This design comes from an exercise in tuning for small area on the open sky130 flow, not from production work. In this exercise RTL edits were held to simulation tests only and were not proved equivalent to the original. The clock port is modelled as an ideal driver; clocking choices that lean on that would not hold on a real chip. Power and IR drop assume default switching activity.

==> flow/config.mk <==
export PLATFORM = sky130hd
export DESIGN_NAME = FSM_top
export DESIGN_NICKNAME = FSM_top
export VERILOG_FILES = /design/flow/design.v
export SDC_FILE = /design/flow/constraint.sdc
export NUM_CORES = 4
export LEC_CHECK = 0
export CAP_MARGIN = 20
export CORE_MARGIN = 2
export CORE_UTILIZATION = 40
export SLEW_MARGIN = 20
==> flow/constraint.sdc <==
create_clock -name core_clock -period 10.0 [get_ports {clk}]
set_input_delay 2.0000 -clock core_clock [delete_from_list [all_inputs] [get_ports {clk}]]
set_output_delay 2.0000 -clock core_clock [all_outputs]
set_load 0.01 [all_outputs]
==> flow/design.v <==
`timescale 1ns / 1ps
module FSM_top(emerg_in, g_f, f_f, s_f, emerg_out, motor, reset, clk, seg, next_LED, an);
input emerg_in, g_f, f_f, s_f, reset, clk;
output [6:0] seg;
output [7:0] an;
output emerg_out;
output [2:0] motor;
output [2:0] next_LED;
reg [5:0] a;      
reg h;            
reg [2:0] r;      
reg [4:0] q;      
reg [1:0] d2;
reg [1:0] lf;
reg [8:0] ps;     
reg [1:0] pg;     
reg [2:0] ctl;    
reg m2;           
wire alast = (a[4:0] == 5'b01110);
wire scan = alast & ~h;
wire q0 = (q == 5'd0);
wire step = alast & h & q0 & r[1] & ~r[0];
wire emerg = d2[1] & d2[0];
wire c1 = lf[0] & ~emerg;
wire c2 = lf[1] & ~emerg;
wire n1 = d2[0] & ~d2[1];
wire n2 = d2[1] & ~d2[0];
wire c0 = ~c1 & ~c2;
wire n0 = ~d2[0] & ~d2[1];
wire [1:0] nf;
assign nf[0] = d2[1] ? (~g_f & f_f) : d2[0] ? (~g_f & ~s_f) : f_f;
assign nf[1] = d2[1] ? (~g_f & ~f_f) : d2[0] ? (~g_f & s_f) : (~f_f & s_f);
wire [2:0] ctl_n;
assign ctl_n[0] = (c0 & (n1 | n2)) | (c1 & n2);
assign ctl_n[1] = (c1 & n0) | (c2 & ~d2[1]);
assign ctl_n[2] = (c0 & n2) | (c2 & n0);
wire pend = ~pg[0] ? ((ps & 9'b111101111) == 9'b000100111) :
            ~pg[1] ? ((ps & 9'b110110101) == 9'b100100101) :
                     ((ps & 9'b111110101) == 9'b100000100);
wire [1:0] pg_n = pend ? {pg[0] & ~pg[1], ~pg[1]} : pg;
always @(posedge clk or posedge reset) begin
    if (reset) begin
        a <= 6'b011100;
        h <= 1'b0;
        r <= 3'd0;
        q <= 5'd0;
        d2 <= 2'd0;
        lf <= 2'd0;
        ps <= 9'b000001100;
        pg <= 2'b00;
        ctl <= 3'd0;
        m2 <= 1'b0;
    end else begin
        a <= {a[4:0], a[5] ^ a[0] ^ alast};
        h <= h ^ alast;
        if (scan) begin
            r <= r + 3'd1;
            q <= (q[4] & q[3]) ? 5'd0 : q + 5'd1;
        end
        if (step) begin
            lf <= {n2, n1};
            d2 <= (emerg_in | emerg) ? 2'd3 : nf;
        end
        ps <= {ps[7:0], ps[8] ^ ps[4] ^ pend};
        pg <= pg_n;
        ctl <= ctl_n;
        m2 <= ctl[2] ? ~pg_n[1] : ~pg_n[0];
    end
end
assign emerg_out = emerg;
assign next_LED = {lf[1], lf[0], ~(lf[1] | lf[0])};
assign motor = {m2, ctl[1:0]};
assign an = ~{r == 3'd0, r == 3'd7, r == 3'd6, r == 3'd5, r == 3'd4, r == 3'd3, r == 3'd2, r == 3'd1};
wire sel = q0 & ~h;
wire blank = r[2] | ~(r[1] ^ r[0]);
wire is1 = r[0] ? c1 : sel ? lf[0] : n1;
wire is2 = r[0] ? c2 : sel ? lf[1] : n2;
assign seg = {blank | is1, blank, blank | is2, blank | is1, blank | is1, blank | is1 | is2, blank | ~is2};
endmodule
==> flow/flow/run.sh <==
#!/bin/bash
# Own layout flow: the standard ORFS flow (standard.sh) with
#  - synthesis: the standard script, but no adder extraction (ADDER_MAP_FILE empty) and an
#    area-oriented ABC script for the final mapping (flow/synth_wrap.tcl). Synthesis is run
#    once with each flow/abc_*.script and the script giving the smallest cell area is kept;
#  - port buffers: buf_1 instead of the default choice;
#  - CTS: clkbuf_4 clock buffers and no dummy loads.
# Each run's output goes to a log in the work folder (ORFS's own logs are under orfs/logs).
set -euo pipefail
W=$(cd "$(dirname "${BASH_SOURCE[0]}")/.." && pwd)
cd "$W"
export FLOW_SYNTH_TCL="$W/synth_recipe.tcl"
SYNTH_ARGS=(SYNTH_SCRIPT="$W/flow/synth_wrap.tcl" ADDER_MAP_FILE=)
STAT="$W/orfs/reports/${FLOW_PLATFORM:-sky130hd}/FSM_top/base/synth_stat.txt"

best=""
best_area=""
for s in "$W"/flow/abc_*.script; do
  name=$(basename "$s" .script)
  rm -rf "$W/orfs"
  if AREA_ABC_SCRIPT="$s" bash standard.sh "${SYNTH_ARGS[@]}" synth > "$W/synth_$name.log" 2>&1; then
    area=$(awk '/Chip area for module/ {print $NF}' "$STAT" | tail -1)
    echo "$name: $area" >> "$W/synth_choice.log"
    if [[ -n "$area" ]] && { [[ -z "$best" ]] || awk -v a="$area" -v b="$best_area" 'BEGIN { exit !(a < b) }'; }; then
      best="$s"
      best_area="$area"
    fi
  else
    echo "$name: failed" >> "$W/synth_choice.log"
  fi
done
[[ -n "$best" ]] || best="$W/flow/abc_a5.script"
echo "chosen: $(basename "$best") $best_area" >> "$W/synth_choice.log"

rm -rf "$W/orfs"
AREA_ABC_SCRIPT="$best" bash standard.sh "${SYNTH_ARGS[@]}" \
  BUFFER_PORTS_ARGS="-buffer_cell sky130_fd_sc_hd__buf_1" \
  CTS_ARGS="-sink_clustering_enable -repair_clock_nets -dont_use_dummy_load -buf_list sky130_fd_sc_hd__clkbuf_4 -sink_clustering_size 40 -sink_clustering_max_diameter 100" \
  finish > "$W/flow_standard.log" 2>&1
==> flow/flow/abc_a11.script <==
strash
dc2
balance; rewrite; refactor; balance; rewrite; rewrite -z; balance; refactor -z; rewrite -z; balance
&get -n
&st
&dch -f
&nf -R 1000
&put
mfs2
strash
&get -n
&dch -f
&nf -R 1000
&put
==> flow/flow/abc_a2.script <==
&get -n
&st
&dch
&nf -R 1000
&put
==> flow/flow/abc_a5.script <==
&get -n
&st
&dch
&nf -R 1000
&st
&syn2
&dch
&nf -R 1000
&st
&dch -f
&nf -R 1000
&put
==> flow/flow/abc_a6.script <==
strash
dc2
strash
dch -f
amap
topo
==> flow/flow/abc_a9.script <==
&get -n
&st
&dch
&nf -R 1000
&st
&dc2
&dch -f
&nf -R 1000
&st
&dc2
&dch -f
&nf -R 1000
&st
&dc2
&dch -f
&nf -R 1000
&st
&dc2
&dch -f
&nf -R 1000
&st
&dc2
&dch -f
&nf -R 1000
&put
==> flow/flow/synth_wrap.tcl <==
# Standard synthesis (the work folder's synth_recipe.tcl), with the final ABC mapping run
# with an area-oriented script instead of ORFS's speed script.
proc abc {args} {
  set i [lsearch -exact $args -script]
  if { $i >= 0 } {
    set args [lreplace $args [expr {$i + 1}] [expr {$i + 1}] $::env(AREA_ABC_SCRIPT)]
  }
  puts "abc (area script): $args"
  yosys abc {*}$args
}
source $::env(FLOW_SYNTH_TCL)
==> flow/standard.sh <==
#!/bin/bash
# synth_recipe.tcl (not shown) runs the flow's synth.tcl, then flattens the netlist and writes it again
# the make line also repeats each setting of config.mk as NAME=value (left out here)
make -C /OpenROAD-flow-scripts/flow DESIGN_CONFIG=/design/flow/config.mk WORK_HOME=/design/flow/orfs CLKGATE_MAP_FILE= SYNTH_SCRIPT=/design/flow/synth_recipe.tcl "${@:-finish}"
==> qor.csv, run 1 <==
metric,value,unit
final hold vios,0,
largest net degree at the start of global routing,20,
clock latency on the worst-skew pair,0.33,ns
GRT Resource Usage Total,13.7,%
# Max-Cap Violations,0,
remaining global-route overflow,0,
Post-CTS Resized,0,
Post-synth top cells,"29 x dfrtp_1, 16 x nand2_1, 12 x nor2_1, 10 x a21oi_1, 9 x o21ai_0",
Syn Nets,143,
max-slew violations,0,
GRT met2 Usage,21.2,%
Arrival @ worst endpoint,2.06,ns
# IOs,28,
Gate Count Post-Synth,137,
die width,64.3,um
Final setup viols,0,
"top cells by area, synth","dfrtp_1 50%, dfstp_2 9.0%, nand2_1 4.1%, xnor2_1 3.6%, a21oi_1 3.4%",
first-pass GRT wire length,4310,um
setup TNS,0,ns
Die H,64.3,um
core region area,3420,um^2
Port Buf Inserts,27,
period utilization,40.6,%
Leak,0.666,nW
asr flop ratio synth,100,%
synthesized area,1450,um^2
Clock Sinks,34,
"EDFF count, synth",0,
Startpoint Class,flop,
fin nets,172,
CTS H-tree lvls,2,
Worst Slack Setup Final,5.94,ns
met3 GRT Util,4.75,%
"Top FF cell, synth",dfrtp_1,
Antenna diodes,0,
hpwl dp,1860,um
Final Wtd Congestion,0.773,
top-area cell type share of the netlist area,49.9,%
CTS Hold Bufs,0,
worst-path cell chain,or2_0 -> nor4_1 -> a21oi_1 -> o21ai_0 -> nand2b_1 -> buf_1,
DRC violations left,0,
min cycle time layout,4.06,ns
status,"complete, no violations",
Syn Area/Cell,10.6,um^2
Std-Cell Rows,21,
DRT iter0 DRCs,63,
Post-Route WL,2600,um
antenna violations before repair,0,
CTS tree,built,
Worst Setup Path Type,flop to primary output,
worst-path fanout max,6,
CP endpoint kind,primary output,
initial core utilization,42.6,%
"Seq/Total Area, Yosys",59.0,%
cell with the most instances after synthesis,dfrtp_1,
routed vias/inst,5.09,
setup bufs post-CTS,0,
Worst Hold Class,flop to flop,
Worst Clk Skew,0.0313,ns
RSZ-0062 raised after global routing,false,
vias in the first global route,991,
fmax,246,MHz
CTS root buffer,clkbuf_4,
Ys Warns,1,
share of cells above drive strength 1,6.71,%
Final ANT Viol Nets,0,
PwrDens,127,nW/um^2
Most Crowded Layer GR,met2,
WP data required,8.00,ns
total CTS buffers,5,
synthesized flop and latch total,34,
Setup WS pre-CTS,6.26,ns
Peak VDD IR,0.0659,mV
"Distinct cells, synth",33,
Pre-antenna DRT Iters,4,
Slew @ Worst Pin,0.687,ns
met1 Usage GRT,17.1,%
crit path max-delay cell type,dfrtp_1,
"area leader, netlist",dfrtp_1,
Via Count,1068,
max incr delay on CP,0.42,ns
WL per Instance,12.4,um
"Clk pin slew, worst setup/hold paths",0.11,ns
headroom to the max-slew limit,53.5,%
Max clock buf depth,2,
area delta synth->final,10.9,%
Die Area,4130,um^2
## report_power, final
group / internal [mW] / switching, mW / total [mW]
combinational: 0.00125 / 0.00344 / 0.00469
sequential: 0.138 / 0 / 0.138
clock: 0.0235 / 0.0395 / 0.0630
## through the flow
| step | util, % | cell area, um^2 | cells | hold slack (ns) | power, mW |
|---|---|---|---|---|---|
| global route | 47.2 | 1610 | 210 | 0.352 | 0.215 |
| floorplan | - | 1450 | 137 | 0.347 | 0.143 |
| finish | 47.2 | 1610 | 210 | 0.352 | 0.205 |
| global placement | 46.1 | 1580 | 205 | 0.356 | 0.145 |
| CTS | 47.2 | 1610 | 210 | 0.357 | 0.208 |
| detailed placement | 46.1 | 1580 | 205 | 0.358 | 0.145 |
## kinds of logic after synthesis
group                  synth area share, %
multiplexers                          1.46
AND/OR/NAND/NOR                       19.9
XOR/XNOR                              4.22
flip-flops                            59.0
AO/OA/AOI/OAI                         11.6
buffers and inverters                 3.87
## cells in the final DEF, fill, tap and decap left out
cell / n
mux2i_1: 1
a22o_1: 1
o21ai_0: 9
nor4b_1: 1
o21bai_1: 1
nand2_1: 16
clkinv_1: 3
and4_1: 1
and2_0: 3
nor3_1: 4
buf_1: 27
nand2b_1: 3
clkbuf_4: 5
nor2b_1: 2
or2_0: 2
o31ai_1: 1
a211o_1: 1
nand3b_1: 4
dfstp_2: 5
a21oi_1: 10
nand3_1: 3
buf_4: 1
or3_1: 1
o21a_1: 1
xnor2_1: 6
dfrtp_1: 29
a41oi_1: 1
nor2_1: 12
nor3b_1: 1
a311o_1: 1
o211ai_1: 2
nor4_1: 1
mux2_1: 1
and3_1: 3
xor2_1: 1
## path summary, 6_finish.rpt
check                          to  slack (ns)  start  cells past startpoint
setup / recovery           seg[1]        5.94   q[3]                      6
hold / removal               a[2]        0.35   a[1]                      0
setup reg to reg             q[3]        7.63   a[2]                      6
hold reg to reg              a[2]        0.35   a[1]                      0
max in group asynchronous    r[1]        7.78  reset                      3
min in group asynchronous   ps[8]        1.59  reset                      2
## worst max-delay path: cells and delay by family (launching register included)
| kind | cells | cell delay [ns] |
|---|---|---|
| buf+inv | 1 | 0.15 |
| flops | 1 | 0.42 |
| compound gates | 2 | 0.53 |
| simple gates | 3 | 0.66 |
## sequential cells by signal, indices dropped and copies added, names as in the netlist, 2 cells and up
| register | count |
|---|---|
| q | 5 |
| r | 3 |
| lf | 2 |
| a | 6 |
| ps | 9 |
| ctl | 3 |
| d2 | 2 |
| pg | 2 |
## cell type report
class,instances,area (um^2)
multi-input combinational,94,541
sequential,34,857
clock buffer,5,37.5
timing repair buffer,28,109
fill,332,1800
tap,46,57.6
inverter,3,11.3
## metal layers
layer / up-vias / wire (um)
met5: - / 0
met4: 0 / 32
met3: 4 / 117
met2: 22 / 1250
met1: 520 / 1200
li1: 522 / -
==> run 2, diff against run 1 <==
--- a/flow/design.v
+++ b/flow/design.v
@@ -19,5 +19,6 @@
 wire alast = (a[4:0] == 5'b01110);
 wire scan = alast & ~h;
-wire q0 = (q == 5'd0);
+wire q0 = q[4] & (q[2:0] == 3'b010);
+wire qlast = (q[3:0] == 4'b1001);
 wire step = alast & h & q0 & r[1] & ~r[0];
 wire emerg = d2[1] & d2[0];
@@ -44,5 +45,5 @@
         h <= 1'b0;
         r <= 3'd0;
-        q <= 5'd0;
+        q <= 5'b10010;
         d2 <= 2'd0;
         lf <= 2'd0;
@@ -56,5 +57,5 @@
         if (scan) begin
             r <= r + 3'd1;
-            q <= (q[4] & q[3]) ? 5'd0 : q + 5'd1;
+            q <= {q[3:0], q[4] ^ q[1] ^ qlast};
         end
         if (step) begin
==> flow/flow/abc_d3.script (new file) <==
&get -n
&st
&deepsyn -I 1 -J 50
&dch -f
&nf -R 1000
&put
==> flow/flow/abc_d7.script (new file) <==
&get -n
&st
&deepsyn -I 1 -J 50
&dch
&nf -R 1000
&put
==> flow/flow/abc_d8.script (new file) <==
&get -n
&st
&deepsyn -I 1 -J 50 -S 7
&dch -f
&nf -R 1000
&put
==> flow/flow/abc_d9.script (new file) <==
&get -n
&st
&deepsyn -I 2 -J 100 -S 3
&dch -f
&nf -R 1000
&st
&dch -f
&nf -R 1000
&put
removed: flow/flow/abc_a2.script
removed: flow/flow/abc_a6.script
removed: flow/flow/abc_a9.script
==> qor.csv, run 2 <==
metric,value,unit,change
CTS Hold Bufs,0,,unchanged
# Max-Cap Violations,0,,unchanged
period utilization,38.8,%,-1.9 points
status,"complete, no violations",,
# IOs,28,,unchanged
total CTS buffers,5,,unchanged
DP Area,1540,um^2,-2.4%
Slew @ Worst Pin,0.689,ns,+0.00216 ns
setup bufs post-CTS,0,,unchanged
"area leader, netlist",dfrtp_1,,
"Top FF cell, synth",dfrtp_1,,
Die H,63.6,um,-1.0%
Fillers,325,,-2.1%
Worst Setup Path Type,flop to primary output,,
Leak,0.705,nW,+5.8%
"top cells by area, synth","dfrtp_1 47%, dfstp_2 13%, buf_4 3.2%, mux2_1 3.2%, nand2_1 2.9%",,
max-slew violations,0,,unchanged
initial core utilization,42.3,%,-0.27 points
hpwl dp,1570,um,-16%
fin nets,160,,-7.0%
Via Count,981,,-8.1%
logic gate share of total power,2.0,%,-0.3 points
Critical Path Start,q[1],,
vias in the first global route,892,,-10%
post-route cell area,1580,um^2,-2.0%
min cycle time layout,3.88,ns,-0.187 ns
Port Buf Inserts,27,,unchanged
Post-Route WL,2200,um,-16%
PwrDens,129,nW/um^2,+1.4%
Startpoint Class,flop,,
worst-path fanout max,4,,-2
Final Wtd Congestion,0.769,,-0.58%
top-area cell type share of the netlist area,47.5,%,-2.4 points
Ys Warns,1,,unchanged
first-pass GRT wire length,3920,um,-9.0%
hold path startpoint,a[2],,
Setup WS pre-CTS,6.46,ns,+0.203 ns
power consumption,0.204,mW,-0.61%
register ranked first by flip-flop count,ps,,
Clock Sinks,34,,unchanged
crit path max-delay cell type,dfstp_2,,
Syn Area/Cell,11.3,um^2,+6.4%
share of cells above drive strength 1,9.21,%,+2.5 points
clock latency on the worst-skew pair,0.33,ns,about the same
"Seq/Total Area, Yosys",60.4,%,+1.5 points
area delta synth->final,11.1,%,
cell with the most instances after synthesis,dfrtp_1,,
Final setup viols,0,,unchanged
synthesized flop and latch total,34,,unchanged
net load switching power,0.0421,mW,-2.1%
remaining global-route overflow,0,,unchanged
routed vias/inst,4.95,,-2.6%
WP data required,8.00,ns,about the same
fmax,258,MHz,+4.8%
"Clk pin slew, worst setup/hold paths",0.07,ns,-0.04 ns
"EDFF count, synth",0,,unchanged
Worst Slack Setup Final,6.12,ns,+0.187 ns
CTS tree,built,,
Max clock buf depth,2,,unchanged
DRC violations left,0,,unchanged
core region area,3360,um^2,-1.5%
worst-path cell chain,nand2_1 -> nor3_1 -> a21oi_1 -> a21oi_1 -> a22oi_1 -> or2_0 -> buf_1,,
Std-Cell Rows,21,,unchanged
Antenna diodes,0,,unchanged
Worst Hold Class,flop to flop,,
most frequent CP cell,a21oi_1,,
Post-CTS Resized,0,,unchanged
Peak VDD IR,0.0586,mV,-11%
Syn Nets,132,,-7.7%
Final ANT Viol Nets,0,,unchanged
RSZ-0062 raised after global routing,false,,
worst hold slack,0.367,ns,+0.0158 ns
asr flop ratio synth,100,%,unchanged
CTS root buffer,clkbuf_4,,
Worst Clk Skew,0.0262,ns,-0.00507 ns
Sw Ratio,20.6,%,-0.31 points
CTS H-tree lvls,2,,unchanged
reg2reg start,pg[1],,
CP endpoint kind,primary output,,
Largest register FFs,9,,unchanged
Die Area,4050,um^2,-2.0%
largest net degree at the start of global routing,35,,+75%
Gate Count Post-Synth,126,,-8.0%
Post-synth top cells,"27 x dfrtp_1, 11 x nand2_1, 9 x nor2_1, 7 x a21oi_1, 7 x dfstp_2",,
top flop regs,"ps x9, a x6, q x5",,
WL per Instance,11.1,um,-10%
Arrival @ worst endpoint,1.88,ns,-0.18 ns
most frequent cells in the layout,"27 x dfrtp_1, 27 x buf_1, 11 x nand2_1",,
GRT Resource Usage Total,12.7,%,-0.99 points
DRT iter0 DRCs,72,,+14%
"Distinct cells, synth",33,,unchanged
synthesized area,1420,um^2,-2.2%
die width,63.6,um,-1.0%
Clk network pwr share,30.5,%,-0.2 points
max incr delay on CP,0.55,ns,+0.13 ns
cell-internal power,0.162,mW,-0.21%
final hold vios,0,,unchanged
headroom to the max-slew limit,53.8,%,+0.25 points
sequential share of power,67.4,%,+0.4 points
setup TNS,0,ns,unchanged
"delay-heaviest family, CP",flip-flops,,
antenna violations before repair,0,,unchanged
Pre-antenna DRT Iters,4,,unchanged
Worst Path Buf+Inv,1,,unchanged
## run 2: metal layers
metal,global-route usage (%),up-vias,wire length (um),part of all wire [%]
met5,0,-,0,0
met4,6.52,0,44,2.0
met3,5.00,6,95,4.3
met2,18.9,19,1050,48
met1,15.9,469,1010,46
li1,-,487,-,-
## run 2: kinds of logic after synthesis
logic type                Yosys count  share of synthesized area, %
muxes                               5                          3.87
buffers and inverters              12                          4.75
xor gates and xnor gates            7                          4.31
DFF                                34                          60.4
AOI/OAI and AO/OA                  21                          9.32
and+or+nand+nor                    47                          17.3
## run 2: metrics by stage
step                      utilization, %  cells
after floorplan                        -    126
after global placement              45.7    193
after detailed placement            45.7    193
after CTS                           46.8    198
after global routing                47.0    198
final                               47.0    198
## run 2: layout make-up
type	instances	area (um^2)	share of cell area [%]
timing repair buffer	27	101	6.41
sequential	34	860	54.4
tap	46	57.6	3.64
clock buffer	5	37.5	2.38
multi-input combinational	80	500	31.7
inverter	6	23.8	1.50
## run 2: path summary, 6_finish.rpt
check                              end  slack (ns)  cells after the start
worst max-delay path            seg[0]        6.12                      7
worst min-delay path              a[3]        0.37                      0
worst max register to register      m2        7.96                      7
worst min register to register    a[3]        0.37                      0
max in group asynchronous         a[4]        7.94                      2
min in group asynchronous        lf[1]        1.67                      2
## run 2: worst reg2reg max path, cell delays in order, from the launching register on
cell and delay [ns]:
dfrtp_1 0.38, clkinv_1 0.10, nor4_1 0.30, a31oi_1 0.07, o41ai_1 0.42, o21ai_0 0.26, o21ai_0 0.29, mux2i_1 0.11
## run 2: power groups by stage
| stage | registers [mW] | clock network [mW] | logic (mW) |
|---|---|---|---|
| 2_1_floorplan | 0.140 | 0 | 0.00264 |
| 3_3_place_gp | 0.140 | 0 | 0.00415 |
| 3_5_place_dp | 0.140 | 0 | 0.00446 |
| 4_1_cts | 0.138 | 0.0646 | 0.00441 |
| 5_1_grt | 0.138 | 0.0717 | 0.00504 |
| 6_report | 0.138 | 0.0622 | 0.00415 |
==> run 3, diff against run 2 <==
--- a/flow/flow/run.sh
+++ b/flow/flow/run.sh
@@ -34,6 +34,7 @@
 
 rm -rf "$W/orfs"
+export MANUAL_CLKBUF=sky130_fd_sc_hd__clkbuf_16 MANUAL_CLK_GROUPS=1
 AREA_ABC_SCRIPT="$best" bash standard.sh "${SYNTH_ARGS[@]}" \
   BUFFER_PORTS_ARGS="-buffer_cell sky130_fd_sc_hd__buf_1" \
-  CTS_ARGS="-sink_clustering_enable -repair_clock_nets -dont_use_dummy_load -buf_list sky130_fd_sc_hd__clkbuf_4 -sink_clustering_size 40 -sink_clustering_max_diameter 100" \
+  PRE_CTS_TCL="$W/flow/clock_buffers.tcl" CTS_ARGS="-clk_nets clk" \
   finish > "$W/flow_standard.log" 2>&1
==> flow/flow/clock_buffers.tcl (new file) <==
# Clock buffering by hand (run as ORFS's PRE_CTS_TCL hook; clock_tree_synthesis is then
# told to build on the clock port's net only, which it skips as it has one sink): the clock
# sinks are split into MANUAL_CLK_GROUPS groups by position (k-means), each group is driven
# by one MANUAL_CLKBUF buffer at its centroid, and, with MANUAL_CLK_ROOT set, the clock port
# drives one root buffer of that cell which drives the group buffers.
set block [ord::get_db_block]
set master [[ord::get_db] findMaster $::env(MANUAL_CLKBUF)]
set k $::env(MANUAL_CLK_GROUPS)
set clknet [$block findNet clk]
set sinks {}
foreach it [$clknet getITerms] {
  set bb [[$it getInst] getBBox]
  lappend sinks [list $it [expr {([$bb xMin] + [$bb xMax]) / 2.0}] [expr {([$bb yMin] + [$bb yMax]) / 2.0}]]
}
set sinks [lsort -real -index 1 $sinks]
set n [llength $sinks]
# start centres: spread along x
set cs {}
for {set i 0} {$i < $k} {incr i} {
  set s [lindex $sinks [expr {int(($i + 0.5) * $n / $k)}]]
  lappend cs [list [lindex $s 1] [lindex $s 2]]
}
for {set iter 0} {$iter < 50} {incr iter} {
  set groups {}
  for {set i 0} {$i < $k} {incr i} { lappend groups {} }
  foreach s $sinks {
    set best 0; set bd 1e30
    for {set i 0} {$i < $k} {incr i} {
      set c [lindex $cs $i]
      set d [expr {abs([lindex $s 1] - [lindex $c 0]) + abs([lindex $s 2] - [lindex $c 1])}]
      if {$d < $bd} { set bd $d; set best $i }
    }
    lset groups $best [concat [lindex $groups $best] [list $s]]
  }
  set ncs {}
  for {set i 0} {$i < $k} {incr i} {
    set g [lindex $groups $i]
    if {[llength $g] == 0} { lappend ncs [lindex $cs $i]; continue }
    set sx 0; set sy 0
    foreach s $g { set sx [expr {$sx + [lindex $s 1]}]; set sy [expr {$sy + [lindex $s 2]}] }
    lappend ncs [list [expr {$sx / [llength $g]}] [expr {$sy / [llength $g]}]]
  }
  set cs $ncs
}
set rootnet $clknet
if {[info exists ::env(MANUAL_CLK_ROOT)] && $::env(MANUAL_CLK_ROOT) ne ""} {
  set rootnet [odb::dbNet_create $block clknet_root]
  $rootnet setSigType CLOCK
  set root [odb::dbInst_create $block [[ord::get_db] findMaster $::env(MANUAL_CLK_ROOT)] clkbuf_root]
  [$root findITerm A] connect $clknet
  [$root findITerm X] connect $rootnet
  set sx 0; set sy 0
  foreach c $cs { set sx [expr {$sx + [lindex $c 0]}]; set sy [expr {$sy + [lindex $c 1]}] }
  $root setLocation [expr {int($sx / $k)}] [expr {int($sy / $k)}]
  $root setPlacementStatus PLACED
}
for {set i 0} {$i < $k} {incr i} {
  set g [lindex $groups $i]
  if {[llength $g] == 0} { continue }
  set net [odb::dbNet_create $block clknet_leaf_$i]
  $net setSigType CLOCK
  foreach s $g { set it [lindex $s 0]; $it disconnect; $it connect $net }
  set buf [odb::dbInst_create $block $master clkbuf_leaf_$i]
  [$buf findITerm A] connect $rootnet
  [$buf findITerm X] connect $net
  set c [lindex $cs $i]
  $buf setLocation [expr {int([lindex $c 0])}] [expr {int([lindex $c 1])}]
  $buf setPlacementStatus PLACED
  puts "clock buffer $i: [llength $g] sinks"
}
==> qor.csv, run 3 <==
metric,value,unit,change
vias in the first global route,858,,-3.8%
synthesized flop and latch total,34,,unchanged
cell with the most instances after synthesis,dfrtp_1,,
fin nets,156,,-2.5%
clock latency on the worst-skew pair,0.17,ns,-0.16 ns
synthesized area,1420,um^2,unchanged
asr flop ratio synth,100,%,unchanged
highest routed layer,met4,,
die width,63.6,um,unchanged
Setup WS pre-CTS,6.46,ns,unchanged
Peak VDD IR,0.0862,mV,+47%
Worst Setup Path Type,flop to primary output,,
# Max-Cap Violations,0,,unchanged
final hold vios,0,,unchanged
sequential share of power,72.1,%,+4.7 points
largest net degree at the start of global routing,35,,unchanged
Post-CTS Resized,0,,unchanged
Worst Clk Skew,0.00419,ns,-0.0221 ns
Final setup viols,0,,unchanged
min cycle time layout,3.75,ns,-0.126 ns
most frequent cells in the layout,"27 x dfrtp_1, 27 x buf_1, 11 x nand2_1",,
"EDFF count, synth",0,,unchanged
routed vias/inst,4.88,,-1.6%
top-area cell type share of the netlist area,47.5,%,unchanged
# IOs,28,,unchanged
Gate Count Post-Synth,126,,unchanged
area delta synth->final,10.2,%,
net load switching power,0.0338,mW,-20%
fmax,267,MHz,+3.4%
Post-synth top cells,"27 x dfrtp_1, 11 x nand2_1, 9 x nor2_1, 7 x a21oi_1, 7 x dfstp_2",,
worst-path cell chain,nand2_1 -> nor3_1 -> a21oi_1 -> a21oi_1 -> a22oi_1 -> or2_0 -> buf_1,,
worst hold slack,0.372,ns,+0.00501 ns
GRT Resource Usage Total,10.9,%,-1.8 points
Std-Cell Rows,21,,unchanged
"top cells by area, synth","dfrtp_1 47%, dfstp_2 13%, buf_4 3.2%, mux2_1 3.2%, nand2_1 2.9%",,
register ranked first by flip-flop count,ps,,
status,"complete, no violations",,
max incr delay on CP,0.57,ns,+0.02 ns
Largest register FFs,9,,unchanged
WL met2,1040,um,-0.57%
logic gate share of total power,2.2,%,+0.2 points
WL per Instance,10.9,um,-1.5%
most frequent CP cell,a21oi_1,,
PwrDens,122,nW/um^2,-5.6%
RSZ-0062 raised after global routing,false,,
Syn Area/Cell,11.3,um^2,unchanged
Sw Ratio,17.7,%,-2.9 points
Port Buf Inserts,27,,unchanged
met1 WL,971,um,-3.9%
Post-Route WL,2120,um,-3.5%
Antenna diodes,0,,unchanged
Clk network pwr share,25.8,%,-4.7 points
period utilization,37.5,%,-1.3 points
initial core utilization,42.3,%,unchanged
power consumption,0.191,mW,-6.4%
Via Count,946,,-3.6%
Slew @ Worst Pin,0.688,ns,-0.000752 ns
share of cells above drive strength 1,6.76,%,-2.5 points
DRC violations left,0,,unchanged
setup TNS,0,ns,unchanged
"Seq/Total Area, Yosys",60.4,%,unchanged
headroom to the max-slew limit,53.9,%,about the same
Die Area,4050,um^2,unchanged
CP endpoint kind,primary output,,
DRT iter0 DRCs,76,,+5.6%
Leak,0.695,nW,-1.5%
Final ANT Viol Nets,0,,unchanged
Pre-antenna DRT Iters,4,,unchanged
Arrival @ worst endpoint,1.75,ns,-0.13 ns
r2r setup slk,7.97,ns,about the same
remaining global-route overflow,0,,unchanged
Ys Warns,1,,unchanged
worst-path fanout max,4,,unchanged
setup bufs post-CTS,0,,unchanged
top flop regs,"ps x9, a x6, q x5",,
WP data required,8.00,ns,about the same
"Distinct cells, synth",33,,unchanged
first-pass GRT wire length,3770,um,-3.7%
crit path max-delay cell type,dfstp_2,,
hpwl dp,1570,um,unchanged
"Clk pin slew, worst setup/hold paths",0.11,ns,+0.04 ns
Startpoint Class,flop,,
cell-internal power,0.157,mW,-2.9%
CTS Hold Bufs,0,,unchanged
Worst Slack Setup Final,6.25,ns,+0.126 ns
max-slew violations,0,,unchanged
"Top FF cell, synth",dfrtp_1,,
core region area,3360,um^2,unchanged
met3 WL,92,um,-3.2%
Final Wtd Congestion,0.769,,unchanged
antenna violations before repair,0,,unchanged
Worst Hold Class,flop to flop,,
Die H,63.6,um,unchanged
Syn Nets,132,,unchanged
"area leader, netlist",dfrtp_1,,
[run 3: cell types whose count changed in the layout (fill, tap and decap cells not counted), sizes merged]
cell | before | now
clkbuf | 5 | 1
[run 3: power by group through the flow]
| stage | registers (mW) | clock network [mW] | logic [mW] |
|---|---|---|---|
| detailed placement | 0.140 | 0 | 0.00446 |
| floorplan | 0.140 | 0 | 0.00264 |
| CTS | 0.140 | 0.0388 | 0.00441 |
| global placement | 0.140 | 0 | 0.00415 |
| global route | 0.138 | 0.0575 | 0.00504 |
| finish | 0.138 | 0.0492 | 0.00416 |
[run 3: layer usage]
metal / global-route usage (%) / up-vias
li1: - / 475
met1: 15.6 / 453
met2: 18.9 / 16
met3: 0.893 / 2
met4: 0.815 / 0
met5: 0 / -
[run 3: stage by stage]
stage	util [%]	instances	instance area, um^2
final	46.6	194	1570
after global routing	46.6	194	1570
after CTS	46.5	194	1560
after detailed placement	45.7	193	1540
after global placement	45.7	193	1540
after floorplan	-	126	1420
[run 3: cells by family (layout without fill, tap and decap cells)]
logic type | Yosys count | after routing | synth area share [%]
AND/OR/NAND/NOR | 47 | 47 | 17.3
flip-flops | 34 | 34 | 60.4
AO/OA/AOI/OAI | 21 | 21 | 9.32
buffers and inverters | 12 | 34 | 4.75
XOR/XNOR | 7 | 7 | 4.31
multiplexers | 5 | 5 | 3.87
[run 3: path summary, 6_finish.rpt]
kind	from	end	depth (start not counted)
worst min-delay path	ps[2]	ps[3]	0
min in group asynchronous	reset	a[5]	2
max in group asynchronous	reset	a[4]	2
worst min register to register	ps[2]	ps[3]	0
worst max-delay path	q[1]	seg[0]	7
worst max register to register	pg[1]	m2	7
[run 3: area by class of cell]
class	instances	area, um^2
repair buffers	27	101
fillers	328	1800
flip-flops and latches	34	860
plain buffers	1	25.0
well taps	46	57.6
inverters	6	23.8
multi-input cells	80	500
[run 3: critical path: cells and delay by family, from the launching register on]
family	cells	cell delay, ns
flops	1	0.57
simple gates	3	0.45
compound gates	3	0.44
buf+inv	1	0.13
==> run 4, diff against run 3 <==
--- a/flow/config.mk
+++ b/flow/config.mk
@@ -6,6 +6,6 @@
 export NUM_CORES = 4
 export LEC_CHECK = 0
-export CAP_MARGIN = 20
+export CAP_MARGIN = 0
 export CORE_MARGIN = 2
 export CORE_UTILIZATION = 40
-export SLEW_MARGIN = 20
+export SLEW_MARGIN = 0
==> qor.csv, run 4 <==
metric,value,unit,change
status,"complete, no violations",,
top-area cell type share of the netlist area,47.5,%,unchanged
cell with the most instances after synthesis,dfrtp_1,,
Largest register FFs,9,,unchanged
"Clk pin slew, worst setup/hold paths",0.11,ns,about the same
Port Buf Inserts,27,,unchanged
hpwl dp,1570,um,about the same
remaining global-route overflow,0,,unchanged
synthesized flop and latch total,34,,unchanged
Leak,0.687,nW,-1.0%
Antenna diodes,0,,unchanged
Syn Nets,132,,unchanged
most frequent cells in the layout,"27 x dfrtp_1, 27 x buf_1, 11 x nand2_1",,
DRT iter0 DRCs,70,,-7.9%
Post-synth top cells,"27 x dfrtp_1, 11 x nand2_1, 9 x nor2_1, 7 x a21oi_1, 7 x dfstp_2",,
Die Area,4050,um^2,unchanged
CTS Hold Bufs,0,,unchanged
Final setup viols,0,,unchanged
"Top FF cell, synth",dfrtp_1,,
worst hold slack,0.372,ns,-0.0000140 ns
Final ANT Viol Nets,0,,unchanged
Final Wtd Congestion,0.769,,unchanged
fmax,267,MHz,about the same
Sw Ratio,17.7,%,-0.027 points
GRT Resource Usage Total,10.9,%,unchanged
CP endpoint kind,primary output,,
Die H,63.6,um,unchanged
# Max-Cap Violations,0,,unchanged
Std-Cell Rows,21,,unchanged
final hold vios,0,,unchanged
Worst Setup Path Type,flop to primary output,,
first-pass GRT wire length,3770,um,unchanged
PwrDens,122,nW/um^2,+0.36%
Clk network pwr share,25.7,%,about the same
max incr delay on CP,0.56,ns,about the same
routed vias/inst,4.87,,-0.11%
crit path max-delay cell type,dfstp_2,,
top flop regs,"ps x9, a x6, q x5",,
sequential share of power,72.1,%,about the same
worst r2r path cells,5,,-2
"area leader, netlist",dfrtp_1,,
Startpoint Class,flop,,
antenna violations before repair,0,,unchanged
RSZ-0062 raised after global routing,false,,
Peak VDD IR,0.0817,mV,-5.2%
DRC violations left,0,,unchanged
Worst Clk Skew,0.00417,ns,-0.0000107 ns
worst-path fanout max,4,,unchanged
area delta synth->final,9.76,%,
core region area,3360,um^2,unchanged
Via Count,945,,-0.11%
WL per Instance,10.9,um,-0.24%
Post-Route WL,2110,um,-0.24%
worst-path cell chain,nand2_1 -> nor3_1 -> a21oi_1 -> a21oi_1 -> a22oi_1 -> or2_0 -> buf_1,,
min cycle time layout,3.75,ns,-0.00136 ns
net load switching power,0.0337,mW,-0.19%
cell-internal power,0.157,mW,about the same
die width,63.6,um,unchanged
Slew @ Worst Pin,1.16,ns,+0.470 ns
synthesized area,1420,um^2,unchanged
initial core utilization,42.3,%,unchanged
Worst Path Buf+Inv,1,,unchanged
largest net degree at the start of global routing,35,,unchanged
hold depth,0,,unchanged
fin nets,156,,unchanged
register ranked first by flip-flop count,ps,,
"delay-heaviest family, CP",flip-flops,,
"EDFF count, synth",0,,unchanged
share of cells above drive strength 1,5.41,%,-1.4 points
max-slew violations,0,,unchanged
setup bufs post-CTS,0,,unchanged
Gate Count Post-Synth,126,,unchanged
"Distinct cells, synth",33,,unchanged
WP data required,8.00,ns,about the same
Pre-antenna DRT Iters,4,,unchanged
Arrival @ worst endpoint,1.75,ns,about the same
period utilization,37.5,%,about the same
asr flop ratio synth,100,%,unchanged
"top cells by area, synth","dfrtp_1 47%, dfstp_2 13%, buf_4 3.2%, mux2_1 3.2%, nand2_1 2.9%",,
setup TNS,0,ns,unchanged
# IOs,28,,unchanged
Syn Area/Cell,11.3,um^2,unchanged
Post-CTS Resized,0,,unchanged
"Seq/Total Area, Yosys",60.4,%,unchanged
vias in the first global route,858,,unchanged
logic gate share of total power,2.1,%,about the same
most frequent CP cell,a21oi_1,,
headroom to the max-slew limit,22.2,%,-32 points
clock latency on the worst-skew pair,0.17,ns,about the same
WP depth,7,,unchanged
utilization after layout,46.4,%,-0.19 points
Worst Hold Class,flop to flop,,
Ys Warns,1,,unchanged
[run 4: cell counts after synthesis]
Identical to the previous run, type by type.
[run 4: final cells by class]
type | instances | area, um^2
well taps | 46 | 57.6
fillers | 328 | 1800
repair buffers | 27 | 101
inverters | 6 | 22.5
flip-flops and latches | 34 | 860
multi-input cells | 80 | 495
plain buffers | 1 | 25.0
[run 4: cell families (layout without fill, tap and decap cells)]
family / after synthesis / count (layout) / synth area share [%]
simple gates: 47 / 47 / 17.3
flops: 34 / 34 / 60.4
compound gates: 21 / 21 / 9.32
buf+inv: 12 / 34 / 4.75
xor+xnor: 7 / 7 / 4.31
mux: 5 / 5 / 3.87
[run 4: metal layers]
metal  global-route usage, %  vias to the layer above  wire [um]
met5                       0                        -          0
li1                        -                      474          -
met3                   0.893                        2         92
met4                   0.815                        0         16
met1                    15.6                      453        964
met2                    18.9                       16       1040
[run 4: power groups by stage]
| stage | Sequential, mW | Combinational, mW | Clock, mW |
|---|---|---|---|
| final | 0.138 | 0.00410 | 0.0491 |
| after global routing | 0.138 | 0.00498 | 0.0575 |
| after CTS | 0.140 | 0.00435 | 0.0388 |
| after detailed placement | 0.140 | 0.00440 | 0 |
| after global placement | 0.140 | 0.00415 | 0 |
| after floorplan | 0.140 | 0.00264 | 0 |
[run 4: path summary, 6_finish.rpt]
kind | from | endpoint | slack, ns
max | q[1] | seg[0] | 6.25
min | ps[2] | ps[3] | 0.37
max reg2reg | a[2] | q[0] | 7.71
min reg2reg | ps[2] | ps[3] | 0.37
max in group asynchronous | reset | m2 | 7.56
min in group asynchronous | reset | a[5] | 1.94
[run 4: metrics by stage]
step / std cells / power (mW) / worst slack, ns / area [um^2]
5_1_grt: 194 / 0.200 / 6.05 / 1560
6_report: 194 / 0.191 / 6.25 / 1560
4_1_cts: 194 / 0.183 / 6.45 / 1560
3_3_place_gp: 193 / 0.144 / 6.50 / 1540
2_1_floorplan: 126 / 0.143 / 6.61 / 1420
3_5_place_dp: 193 / 0.145 / 6.46 / 1540
==> run 5, diff against run 4 <==
--- a/flow/flow/run.sh
+++ b/flow/flow/run.sh
@@ -5,6 +5,4 @@
 #    once with each flow/abc_*.script and the script giving the smallest cell area is kept;
 #  - port buffers: buf_1 instead of the default choice;
-#  - CTS: clkbuf_4 clock buffers and no dummy loads.
-# Each run's output goes to a log in the work folder (ORFS's own logs are under orfs/logs).
 set -euo pipefail
 W=$(cd "$(dirname "${BASH_SOURCE[0]}")/.." && pwd)
==> qor.csv, run 5 <==
metric,value,unit,change
hold endpoint,ps[3],,
register ranked first by flip-flop count,ps,,
top flop regs,"ps x9, a x6, q x5",,
Port Buf Inserts,27,,unchanged
reg2reg end,q[0],,
Post-synth top cells,"27 x dfrtp_1, 11 x nand2_1, 9 x nor2_1, 7 x a21oi_1, 7 x dfstp_2",,
Largest register FFs,9,,unchanged
worst hold slack,0.372,ns,unchanged
Final Wtd Congestion,0.769,,unchanged
Peak VDD IR,0.0817,mV,unchanged
Final ANT Viol Nets,0,,unchanged
hold path startpoint,ps[2],,
Syn Area/Cell,11.3,um^2,unchanged
Leak,0.687,nW,unchanged
synthesized flop and latch total,34,,unchanged
DRT iter0 DRCs,70,,unchanged
Slew @ Worst Pin,1.16,ns,unchanged
remaining global-route overflow,0,,unchanged
CTS Hold Bufs,0,,unchanged
DRC violations left,0,,unchanged
"EDFF count, synth",0,,unchanged
most frequent cells in the layout,"27 x dfrtp_1, 27 x buf_1, 11 x nand2_1",,
Syn Nets,132,,unchanged
# IOs,28,,unchanged
post-route cell area,1560,um^2,unchanged
CP endpoint kind,primary output,,
clock latency on the worst-skew pair,0.17,ns,about the same
antenna violations before repair,0,,unchanged
fin nets,156,,unchanged
area of the multi-input gates,495,um^2,unchanged
top-area cell type share of the netlist area,47.5,%,unchanged
fmax,267,MHz,unchanged
first-pass GRT wire length,3770,um,unchanged
Startpoint Class,flop,,
max incr delay on CP,0.56,ns,about the same
routed vias/inst,4.87,,unchanged
"top cells by area, synth","dfrtp_1 47%, dfstp_2 13%, buf_4 3.2%, mux2_1 3.2%, nand2_1 2.9%",,
core region area,3360,um^2,unchanged
status,"complete, no violations",,
cell with the most instances after synthesis,dfrtp_1,,
area delta synth->final,9.76,%,unchanged
Std-Cell Rows,21,,unchanged
Post-Route WL,2110,um,unchanged
utilization after layout,46.4,%,unchanged
setup bufs post-CTS,0,,unchanged
Post-CTS Resized,0,,unchanged
"Seq/Total Area, Yosys",60.4,%,unchanged
Worst Hold Class,flop to flop,,
WL per Instance,10.9,um,unchanged
reg2reg start,a[2],,
worst r2r path cells,5,,unchanged
worst-path fanout max,4,,unchanged
max-slew violations,0,,unchanged
r2r setup slk,7.71,ns,about the same
Ys Warns,1,,unchanged
Placed Cells,193,,unchanged
Antenna diodes,0,,unchanged
DP Area,1540,um^2,unchanged
Pre-antenna DRT Iters,4,,unchanged
worst-path cell chain,nand2_1 -> nor3_1 -> a21oi_1 -> a21oi_1 -> a22oi_1 -> or2_0 -> buf_1,,
RSZ-0062 raised after global routing,false,,
headroom to the max-slew limit,22.2,%,unchanged
most frequent CP cell,a21oi_1,,
crit path max-delay cell type,dfstp_2,,
Die H,63.6,um,unchanged
setup TNS,0,ns,unchanged
Via Count,945,,unchanged
WP data required,8.00,ns,about the same
period utilization,37.5,%,unchanged
hold depth,0,,unchanged
largest net degree at the start of global routing,35,,unchanged
Die Area,4050,um^2,unchanged
GRT Resource Usage Total,10.9,%,unchanged
asr flop ratio synth,100,%,unchanged
"Top FF cell, synth",dfrtp_1,,
# Max-Cap Violations,0,,unchanged
min cycle time layout,3.75,ns,unchanged
Fillers,328,,unchanged
hpwl dp,1570,um,unchanged
Worst Clk Skew,0.00417,ns,unchanged
Gate Count Post-Synth,126,,unchanged
Seq. cell area,860,um^2,unchanged
die width,63.6,um,unchanged
"Clk pin slew, worst setup/hold paths",0.11,ns,about the same
synthesized area,1420,um^2,unchanged
Arrival @ worst endpoint,1.75,ns,about the same
"Distinct cells, synth",33,,unchanged
vias in the first global route,858,,unchanged
Worst Setup Path Type,flop to primary output,,
PwrDens,122,nW/um^2,unchanged
"area leader, netlist",dfrtp_1,,
Final setup viols,0,,unchanged
initial core utilization,42.3,%,unchanged
final hold vios,0,,unchanged
final cell count without fillers,194,,unchanged
share of cells above drive strength 1,5.41,%,unchanged
==> run 5: worst max-delay path, delay by kind of cell (launching register included) <==
family	cells	cell delay, ns
AO/OA/AOI/OAI	3	0.44
AND/OR/NAND/NOR	3	0.45
buffers and inverters	1	0.13
flip-flops	1	0.56
==> run 5: where the power goes <==
group / switching (mW) / internal (mW)
sequential: 0 / 0.138
clock: 0.0305 / 0.0187
combinational: 0.00326 / 0.000845
total: 0.0337 / 0.157
==> run 5: how the worst max path moves through the flow <==
stage | slack [ns] | from | end | depth (start not counted)
2_1_floorplan | 6.61 | r[0] | seg[3] | 4
3_3_place_gp | 6.50 | q[1] | seg[0] | 7
3_5_place_dp | 6.46 | q[1] | seg[0] | 7
4_1_cts | 6.45 | q[1] | seg[0] | 7
5_1_grt | 6.05 | q[1] | seg[0] | 7
6_report | 6.25 | q[1] | seg[0] | 7
==> run 5: area by class of cell <==
cell class              instances  share of cell area [%]
repair buffers                 27                    6.49
well taps                      46                    3.69
inverters                       6                    1.44
flip-flops and latches         34                    55.0
multi-input cells              80                    31.7
plain buffers                   1                    1.60
==> run 5: logic make-up after synthesis <==
logic type | count (synthesis) | synth area share (%)
muxes | 5 | 3.87
DFF | 34 | 60.4
and+or+nand+nor | 47 | 17.3
AOI/OAI and AO/OA | 21 | 9.32
xor gates and xnor gates | 7 | 4.31
buffers and inverters | 12 | 4.75
==> run 5: per-stage QoR <==
step,total power [mW],setup slack [ns]
after global routing,0.200,6.05
final,0.191,6.25
after CTS,0.183,6.45
after global placement,0.144,6.50
after detailed placement,0.145,6.46
after floorplan,0.143,6.61
==> run 5: layer usage <==
layer / wire length [um] / track usage (%)
met3: 92 / 0.893
met5: 0 / 0
met2: 1040 / 18.9
met1: 964 / 15.6
met4: 16 / 0.815
==> run 6, diff against run 5 <==
--- a/flow/flow/run.sh
+++ b/flow/flow/run.sh
@@ -32,5 +32,5 @@
 
 rm -rf "$W/orfs"
-export MANUAL_CLKBUF=sky130_fd_sc_hd__clkbuf_16 MANUAL_CLK_GROUPS=1
+export MANUAL_CLKBUF=sky130_fd_sc_hd__buf_12 MANUAL_CLK_GROUPS=1
 AREA_ABC_SCRIPT="$best" bash standard.sh "${SYNTH_ARGS[@]}" \
   BUFFER_PORTS_ARGS="-buffer_cell sky130_fd_sc_hd__buf_1" \
==> qor.csv, run 6 <==
metric,value,unit,change
"delay-heaviest family, CP",flip-flops,,
r2r setup slk,7.70,ns,about the same
Die Area,4050,um^2,unchanged
WL per Instance,10.9,um,-0.38%
routed vias/inst,4.88,,+0.21%
Worst Hold Class,flop to flop,,
Pre-antenna DRT Iters,4,,unchanged
Worst Clk Skew,0.00346,ns,-0.000715 ns
hold depth,0,,unchanged
Final setup viols,0,,unchanged
Std-Cell Rows,21,,unchanged
headroom to the max-slew limit,22.2,%,unchanged
reg2reg end,q[0],,
hold endpoint,ps[3],,
setup bufs post-CTS,0,,unchanged
top flop regs,"ps x9, a x6, q x5",,
Final Wtd Congestion,0.769,,unchanged
Setup WS pre-CTS,6.46,ns,unchanged
reg2reg start,a[2],,
share of cells above drive strength 1,5.41,%,unchanged
register ranked first by flip-flop count,ps,,
worst-path fanout max,4,,unchanged
Arrival @ worst endpoint,1.73,ns,-0.02 ns
Post-synth top cells,"27 x dfrtp_1, 11 x nand2_1, 9 x nor2_1, 7 x a21oi_1, 7 x dfstp_2",,
DRT iter0 DRCs,70,,unchanged
Worst Setup Path Type,flop to primary output,,
setup TNS,0,ns,unchanged
top-area cell type share of the netlist area,47.5,%,unchanged
Worst Slack Setup Final,6.27,ns,+0.0245 ns
remaining global-route overflow,0,,unchanged
crit path max-delay cell type,dfstp_2,,
fin nets,156,,unchanged
Post-Route WL,2110,um,-0.38%
"Clk pin slew, worst setup/hold paths",0.11,ns,about the same
min cycle time layout,3.73,ns,-0.0245 ns
max incr delay on CP,0.57,ns,about the same
antenna violations before repair,0,,unchanged
initial core utilization,42.3,%,unchanged
DP Area,1540,um^2,unchanged
most frequent CP cell,a21oi_1,,
CP endpoint kind,primary output,,
"Top FF cell, synth",dfrtp_1,,
synthesized area,1420,um^2,unchanged
# IOs,28,,unchanged
first-pass GRT wire length,3770,um,unchanged
Antenna diodes,0,,unchanged
CTS Hold Bufs,0,,unchanged
"top cells by area, synth","dfrtp_1 47%, dfstp_2 13%, buf_4 3.2%, mux2_1 3.2%, nand2_1 2.9%",,
Post-CTS Resized,0,,unchanged
Port Buf Inserts,27,,unchanged
worst-path cell chain,nand2_1 -> nor3_1 -> a21oi_1 -> a21oi_1 -> a22oi_1 -> or2_0 -> buf_1,,
hpwl dp,1570,um,unchanged
WP data required,8.00,ns,about the same
Largest register FFs,9,,unchanged
largest net degree at the start of global routing,35,,unchanged
cell with the most instances after synthesis,dfrtp_1,,
# Max-Cap Violations,0,,unchanged
Via Count,947,,+0.21%
Die H,63.6,um,unchanged
status,"complete, no violations",,
post-route cell area,1560,um^2,-0.32%
hold path startpoint,ps[2],,
Final ANT Viol Nets,0,,unchanged
most frequent cells in the layout,"27 x dfrtp_1, 27 x buf_1, 11 x nand2_1",,
"Distinct cells, synth",33,,unchanged
Syn Nets,132,,unchanged
die width,63.6,um,unchanged
synthesized flop and latch total,34,,unchanged
Leak,0.684,nW,-0.43%
Syn Area/Cell,11.3,um^2,unchanged
vias in the first global route,858,,unchanged
clock latency on the worst-skew pair,0.15,ns,-0.02 ns
PwrDens,121,nW/um^2,-1.1%
Peak VDD IR,0.0726,mV,-11%
"Seq/Total Area, Yosys",60.4,%,unchanged
core region area,3360,um^2,unchanged
"area leader, netlist",dfrtp_1,,
Slew @ Worst Pin,1.16,ns,+0.000000447 ns
max-slew violations,0,,unchanged
area delta synth->final,9.41,%,
final hold vios,0,,unchanged
Worst Path Buf+Inv,1,,unchanged
asr flop ratio synth,100,%,unchanged
Gate Count Post-Synth,126,,unchanged
Startpoint Class,flop,,
RSZ-0062 raised after global routing,false,,
GRT Resource Usage Total,10.9,%,unchanged
DRC violations left,0,,unchanged
"EDFF count, synth",0,,unchanged
Ys Warns,1,,unchanged
fmax,268,MHz,+0.66%
period utilization,37.3,%,-0.24 points
worst r2r path cells,5,,unchanged
run 6: cell families (layout without fill, tap and decap cells):
family | count (synthesis) | count (layout) | share of synthesized area, %
simple gates | 47 | 47 | 17.3
flops | 34 | 34 | 60.4
compound gates | 21 | 21 | 9.32
buf+inv | 12 | 34 | 4.75
xor+xnor | 7 | 7 | 4.31
mux | 5 | 5 | 3.87
run 6: final cells by class:
type	instances	area (um^2)
Multi-Input combinational cell	80	495
Buffer	1	20.0
Inverter	6	22.5
Fill cell	329	1810
Sequential cell	34	860
Timing Repair Buffer	27	101
Tap cell	46	57.6
run 6: worst reg2reg max path: cells and delay by family (launching register included):
family,cells,cell delay (ns)
flops,1,0.55
simple gates,2,1.05
xor+xnor,1,0.16
compound gates,2,0.47
run 6: how the worst max path moves through the flow:
stage          start      to  slack [ns]  depth (start not counted)
5_1_grt         q[1]  seg[0]        6.07                          7
2_1_floorplan   r[0]  seg[3]        6.61                          4
3_3_place_gp    q[1]  seg[0]        6.50                          7
6_report        q[1]  seg[0]        6.27                          7
4_1_cts         q[1]  seg[0]        6.45                          7
3_5_place_dp    q[1]  seg[0]        6.46                          7
run 6: per-stage QoR:
step                utilization, %  cells  total power, mW  hold slack (ns)
CTS                           46.3    194            0.181            0.356
floorplan                        -    126            0.143            0.346
finish                        46.3    194            0.188            0.373
detailed placement            45.7    193            0.145            0.356
global placement              45.7    193            0.144            0.350
global route                  46.3    194            0.198            0.382
run 6: where the power goes:
group	leakage, nW	switching, mW	internal (mW)
sequential	0.444	0	0.138
clock	0.00940	0.0301	0.0164
combinational	0.231	0.00326	0.000845
run 6: routing by layer:
layer	part of all wire (%)	GRT usage (%)	vias to the layer above
met2	49	18.9	16
met3	4.4	0.893	2
li1	-	-	474
met4	0.76	0.815	0
met5	0	0	-
met1	45	15.6	455
==> run 7, diff against run 6 <==
--- a/flow/config.mk
+++ b/flow/config.mk
@@ -8,4 +8,5 @@
 export CAP_MARGIN = 0
 export CORE_MARGIN = 2
-export CORE_UTILIZATION = 40
+export CORE_UTILIZATION = 70
+export PLACE_DENSITY = 0.85
 export SLEW_MARGIN = 0
==> qor.csv, run 7 <==
metric,value,unit,change
cell with the most instances after synthesis,dfrtp_1,,
min cycle time layout,3.72,ns,-0.00463 ns
largest net degree at the start of global routing,35,,unchanged
DRC violations left,0,,unchanged
Peak VDD IR,0.159,mV,+120%
worst-path fanout max,4,,unchanged
first-pass GRT wire length,4360,um,+16%
top-area cell type share of the netlist area,47.5,%,unchanged
headroom to the max-slew limit,26.6,%,+4.4 points
hpwl dp,1800,um,+15%
"top cells by area, synth","dfrtp_1 47%, dfstp_2 13%, buf_4 3.2%, mux2_1 3.2%, nand2_1 2.9%",,
asr flop ratio synth,100,%,unchanged
"Top FF cell, synth",dfrtp_1,,
setup bufs post-CTS,0,,unchanged
setup TNS,0,ns,unchanged
routed vias/inst,5.51,,+13%
Std-Cell Rows,16,,-24%
Ys Warns,1,,unchanged
synthesized area,1420,um^2,unchanged
CTS Hold Bufs,0,,unchanged
Slew @ Worst Pin,1.09,ns,-0.0638 ns
Syn Area/Cell,11.3,um^2,unchanged
Worst Hold Class,flop to flop,,
share of cells above drive strength 1,6.04,%,+0.63 points
Gate Count Post-Synth,126,,unchanged
Die Area,2410,um^2,-41%
Final ANT Viol Nets,0,,unchanged
clock latency on the worst-skew pair,0.15,ns,about the same
Worst Clk Skew,0.00231,ns,-0.00115 ns
Fillers,118,,-64%
Arrival @ worst endpoint,1.72,ns,about the same
area delta synth->final,8.27,%,
Via Count,970,,+2.4%
most frequent cells in the layout,"27 x dfrtp_1, 27 x buf_1, 11 x nand2_1",,
Post-Route WL,2350,um,+12%
DRT iter0 DRCs,17,,-76%
synthesized flop and latch total,34,,unchanged
remaining global-route overflow,0,,unchanged
Port Buf Inserts,27,,unchanged
final hold vios,0,,unchanged
GRT Resource Usage Total,22.7,%,+12 points
Die H,49.1,um,-23%
post-route cell area,1540,um^2,-1.0%
core region area,1940,um^2,-42%
Worst Setup Path Type,flop to primary output,,
max-slew violations,0,,unchanged
vias in the first global route,985,,+15%
# Max-Cap Violations,0,,unchanged
"EDFF count, synth",0,,unchanged
Final Wtd Congestion,0.815,,+6.0%
WP data required,8.00,ns,about the same
GRT met2 Usage,40.3,%,+21 points
fin nets,157,,+0.64%
"Clk pin slew, worst setup/hold paths",0.12,ns,about the same
CP endpoint kind,primary output,,
Syn Nets,132,,unchanged
period utilization,37.2,%,-0.046 points
Antenna diodes,0,,unchanged
Post-CTS Resized,0,,unchanged
die width,49.1,um,-23%
initial core utilization,73.3,%,+31 points
register ranked first by flip-flop count,ps,,
Setup WS pre-CTS,6.48,ns,+0.0183 ns
Leak,0.690,nW,+0.80%
top flop regs,"ps x9, a x6, q x5",,
Startpoint Class,flop,,
Most Crowded Layer GR,met2,,
DP Area,1520,um^2,-1.1%
antenna violations before repair,0,,unchanged
Largest register FFs,9,,unchanged
status,"complete, no violations",,
RSZ-0062 raised after global routing,false,,
"Distinct cells, synth",33,,unchanged
met1 Usage GRT,29.6,%,+14 points
"Seq/Total Area, Yosys",60.4,%,unchanged
PwrDens,123,nW/um^2,+1.7%
# IOs,28,,unchanged
met3 GRT Util,1.23,%,+0.33 points
Seq. cell area,860,um^2,unchanged
fmax,269,MHz,+0.12%
area of the multi-input gates,495,um^2,unchanged
"area leader, netlist",dfrtp_1,,
Worst Slack Setup Final,6.28,ns,+0.00463 ns
Post-synth top cells,"27 x dfrtp_1, 11 x nand2_1, 9 x nor2_1, 7 x a21oi_1, 7 x dfstp_2",,
Final setup viols,0,,unchanged
WL per Instance,13.4,um,+23%
Pre-antenna DRT Iters,4,,unchanged
[run 7: worst paths after layout]
kind	slack, ns	endpoint	cells after the start	start
min in group asynchronous	1.95	a[5]	2	reset
max in group asynchronous	7.56	ps[8]	2	reset
setup / recovery	6.28	seg[0]	7	q[1]
setup reg to reg	7.88	m2	7	pg[1]
hold / removal	0.37	ps[3]	0	ps[2]
hold reg to reg	0.37	ps[3]	0	ps[2]
[run 7: final cells by class]
| type | count | share of cell area (%) |
|---|---|---|
| multi-input combinational | 80 | 32.2 |
| buffer | 1 | 1.30 |
| inverter | 6 | 1.46 |
| timing repair buffer | 28 | 7.07 |
| tap | 27 | 2.19 |
| sequential | 34 | 55.8 |
[run 7: stage by stage]
| step | util [%] | hold WS, ns | power, mW | cells |
|---|---|---|---|---|
| floorplan | - | 0.346 | 0.143 | 126 |
| global placement | 78.3 | 0.348 | 0.144 | 175 |
| detailed placement | 78.3 | 0.355 | 0.145 | 175 |
| CTS | 79.3 | 0.355 | 0.181 | 176 |
| global route | 79.3 | 0.380 | 0.196 | 176 |
| finish | 79.3 | 0.374 | 0.189 | 176 |
[run 7: where the power goes]
group          internal [mW]  switching [mW]  total (mW)
sequential             0.138               0       0.138
clock                 0.0164          0.0312      0.0476
combinational       0.000852         0.00331     0.00416
[run 7: cells by family (layout without fill, tap and decap cells)]
family / after synthesis / count (layout) / synth area share, %
xor gates and xnor gates: 7 / 7 / 4.31
and+or+nand+nor: 47 / 47 / 17.3
buffers and inverters: 12 / 35 / 4.75
muxes: 5 / 5 / 3.87
AOI/OAI and AO/OA: 21 / 21 / 9.32
DFF: 34 / 34 / 60.4
[run 7: per-layer routing]
| metal | up-vias | wire [um] |
|---|---|---|
| met5 | - | 0 |
| li1 | 479 | - |
| met1 | 464 | 998 |
| met2 | 17 | 1210 |
| met3 | 10 | 52 |
| met4 | 0 | 92 |
[run 7: worst max-delay path, cell delays in order (launching register included)]
cell and delay [ns]:
dfstp_2 0.57, nand2_1 0.05, nor3_1 0.18, a21oi_1 0.14, a21oi_1 0.17, a22oi_1 0.12, or2_0 0.21, buf_1 0.13
==> run 8, diff against run 7 <==
--- a/flow/flow/run.sh
+++ b/flow/flow/run.sh
@@ -5,4 +5,6 @@
 #    once with each flow/abc_*.script and the script giving the smallest cell area is kept;
 #  - port buffers: buf_1 instead of the default choice;
+#  - CTS: clkbuf_4 clock buffers and no dummy loads.
+# Each run's output goes to a log in the work folder (ORFS's own logs are under orfs/logs).
 set -euo pipefail
 W=$(cd "$(dirname "${BASH_SOURCE[0]}")/.." && pwd)
@@ -32,5 +34,5 @@
 
 rm -rf "$W/orfs"
-export MANUAL_CLKBUF=sky130_fd_sc_hd__buf_12 MANUAL_CLK_GROUPS=1
+export MANUAL_CLKBUF=sky130_fd_sc_hd__clkbuf_8 MANUAL_CLK_GROUPS=2 MANUAL_CLK_ROOT=sky130_fd_sc_hd__clkbuf_1
 AREA_ABC_SCRIPT="$best" bash standard.sh "${SYNTH_ARGS[@]}" \
   BUFFER_PORTS_ARGS="-buffer_cell sky130_fd_sc_hd__buf_1" \
--- a/flow/config.mk
+++ b/flow/config.mk
@@ -6,7 +6,6 @@
 export NUM_CORES = 4
 export LEC_CHECK = 0
-export CAP_MARGIN = 0
+export CAP_MARGIN = 20
 export CORE_MARGIN = 2
-export CORE_UTILIZATION = 70
-export PLACE_DENSITY = 0.85
-export SLEW_MARGIN = 0
+export CORE_UTILIZATION = 40
+export SLEW_MARGIN = 20
==> qor.csv, run 8 <==
metric,value,unit,change
CP endpoint kind,primary output,,
asr flop ratio synth,100,%,unchanged
area delta synth->final,10.6,%,
DP Area,1540,um^2,+1.2%
"Top FF cell, synth",dfrtp_1,,
fmax,254,MHz,-5.5%
Final setup viols,0,,unchanged
Ys Warns,1,,unchanged
Largest register FFs,9,,unchanged
Port Buf Inserts,27,,unchanged
Critical Path Start,q[1],,
Post-Route WL,2160,um,-8.2%
synthesized flop and latch total,34,,unchanged
met1 WL,993,um,-0.50%
Arrival @ worst endpoint,1.94,ns,+0.22 ns
synthesized area,1420,um^2,unchanged
period utilization,39.4,%,+2.2 points
Startpoint Class,flop,,
CTS Hold Bufs,0,,unchanged
WP data required,8.00,ns,about the same
Leak,0.698,nW,+1.2%
antenna violations before repair,0,,unchanged
reg2reg start,pg[1],,
Die H,63.6,um,+30%
share of cells above drive strength 1,7.33,%,+1.3 points
Pre-antenna DRT Iters,4,,unchanged
PwrDens,125,nW/um^2,+1.9%
"top cells by area, synth","dfrtp_1 47%, dfstp_2 13%, buf_4 3.2%, mux2_1 3.2%, nand2_1 2.9%",,
highest routed layer,met4,,
core region area,3360,um^2,+73%
Worst Hold Class,flop to flop,,
setup TNS,0,ns,unchanged
worst r2r path cells,7,,unchanged
# Max-Cap Violations,0,,unchanged
GRT Resource Usage Total,11.2,%,-12 points
min cycle time layout,3.94,ns,+0.216 ns
Antenna diodes,0,,unchanged
most frequent cells in the layout,"27 x dfrtp_1, 27 x buf_1, 11 x nand2_1",,
DRT iter0 DRCs,55,,+38
routed vias/inst,4.84,,-12%
fin nets,158,,+0.64%
Post-synth top cells,"27 x dfrtp_1, 11 x nand2_1, 9 x nor2_1, 7 x a21oi_1, 7 x dfstp_2",,
die width,63.6,um,+30%
hpwl dp,1570,um,-13%
"Distinct cells, synth",33,,unchanged
Via Count,948,,-2.3%
Syn Area/Cell,11.3,um^2,unchanged
largest net degree at the start of global routing,35,,unchanged
top flop regs,"ps x9, a x6, q x5",,
# IOs,28,,unchanged
Peak VDD IR,0.0733,mV,-54%
Std-Cell Rows,21,,+5
hold depth,0,,unchanged
WL met2,1040,um,-14%
top-area cell type share of the netlist area,47.5,%,unchanged
reg2reg end,m2,,
WL per Instance,11.0,um,-18%
"Seq/Total Area, Yosys",60.4,%,unchanged
Slew @ Worst Pin,0.690,ns,-0.405 ns
clock latency on the worst-skew pair,0.38,ns,+0.23 ns
Final ANT Viol Nets,0,,unchanged
vias in the first global route,885,,-10%
met3 WL,102,um,+96%
"Clk pin slew, worst setup/hold paths",0.09,ns,-0.03 ns
Post-CTS Resized,0,,unchanged
Die Area,4050,um^2,+68%
hold path startpoint,a[2],,
Final Wtd Congestion,0.769,,-5.7%
Gate Count Post-Synth,126,,unchanged
initial core utilization,42.3,%,-31 points
register ranked first by flip-flop count,ps,,
setup bufs post-CTS,0,,unchanged
final hold vios,0,,unchanged
status,"complete, no violations",,
max-slew violations,0,,unchanged
remaining global-route overflow,0,,unchanged
first-pass GRT wire length,3840,um,-12%
headroom to the max-slew limit,53.8,%,+27 points
Fillers,324,,+170%
r2r setup slk,7.97,ns,+0.09 ns
hold endpoint,a[3],,
Worst Clk Skew,0.0125,ns,+0.0102 ns
Syn Nets,132,,unchanged
RSZ-0062 raised after global routing,false,,
"EDFF count, synth",0,,unchanged
post-route cell area,1570,um^2,+2.2%
worst-path fanout max,4,,unchanged
DRC violations left,0,,unchanged
cell with the most instances after synthesis,dfrtp_1,,
"area leader, netlist",dfrtp_1,,
Worst Setup Path Type,flop to primary output,,
==> run 8: cell count changes in the layout (fill, tap and decap cells not counted) <==
cell | before | now
clkbuf_8 | 0 | 2
buf_12 | 1 | 0
buf_4 | 1 | 0
clkbuf_1 | 0 | 1
clkinv_1 | 6 | 5
clkinv_2 | 0 | 1
nor3_1 | 3 | 2
nor3_2 | 0 | 1
==> run 8: how the worst max path moves through the flow <==
stage,end,slack [ns],cells past startpoint
2_1_floorplan,seg[3],6.61,4
3_3_place_gp,seg[0],6.50,7
3_5_place_dp,seg[0],6.46,7
4_1_cts,seg[0],6.45,7
5_1_grt,seg[0],5.83,7
6_report,seg[0],6.06,7
==> run 8: metal layers <==
| metal | up-vias | GRT usage [%] |
|---|---|---|
| met2 | 14 | 19.5 |
| met5 | - | 0 |
| met4 | 0 | 1.36 |
| met3 | 4 | 1.61 |
| li1 | 480 | - |
| met1 | 450 | 15.1 |
==> run 8: cell families after synthesis <==
kind of cell | count (synthesis) | synth area share, %
compound gates | 21 | 9.32
xor+xnor | 7 | 4.31
buf+inv | 12 | 4.75
flops | 34 | 60.4
mux | 5 | 3.87
simple gates | 47 | 17.3
==> run 8: area by class of cell <==
type | instances | area, um^2 | area share [%]
Timing Repair Buffer | 27 | 101 | 6.44
Buffer | 3 | 31.3 | 1.99
Tap cell | 46 | 57.6 | 3.66
Sequential cell | 34 | 860 | 54.6
Multi-Input combinational cell | 80 | 500 | 31.8
Inverter | 6 | 23.8 | 1.51
==> run 8: metrics by stage <==
step	hold slack [ns]	std cells	setup slack, ns	power (mW)	util [%]
5_1_grt	0.379	196	5.83	0.206	46.8
3_3_place_gp	0.350	193	6.50	0.144	45.7
3_5_place_dp	0.356	193	6.46	0.145	45.7
6_report	0.370	196	6.06	0.197	46.8
4_1_cts	0.356	196	6.45	0.188	46.7
2_1_floorplan	0.346	126	6.61	0.143	-
==> run 8: worst max-delay path, stage by stage, from the launching register on <==
cell	delay (ns)
dfstp_2	0.56
nand2_1	0.05
nor3_1	0.19
a21oi_1	0.14
a21oi_1	0.18
a22oi_1	0.12
or2_0	0.21
buf_1	0.13
==> run 8: where the power goes <==
part	internal (mW)	switching (mW)
registers	0.138	0
clock network	0.0197	0.0358
logic	0.000870	0.00330
total	0.158	0.0391

## port drivers added, routing unchanged
How much do the figures lean on ideal ports? The routed layouts below were timed once more, with nothing changed but the port constraints. Step 1 sets driving cells, clkbuf_16 on the clock port and buf_2 on the other inputs (assumed; they add their load-dependent delay and slew). Step 2 times the ports against the registers' clock, not the clock port: input delays grow and output delays shrink by t, the midpoint of the rising clock arrivals with the driver on. a / b / c = ideal ports / drivers / drivers and shift; a / b = the first two.
run | t, ns | slack for setup (ns)
run 1 | 0.342 | 5.935 / 5.913 / 6.255
run 2 | 0.342 | 6.122 / 6.100 / 6.441
run 3 | 0.200 | 6.248 / 6.218 / 6.418
run 4 | 0.199 | 6.250 / 6.220 / 6.419
run 5 | 0.199 | 6.250 / 6.220 / 6.419
run 6 | 0.175 | 6.274 / 6.242 / 6.417
run 7 | 0.176 | 6.279 / 6.248 / 6.424
run 8 | 0.394 | 6.063 / 6.040 / 6.434
After both steps setup and hold are still met in every run listed.
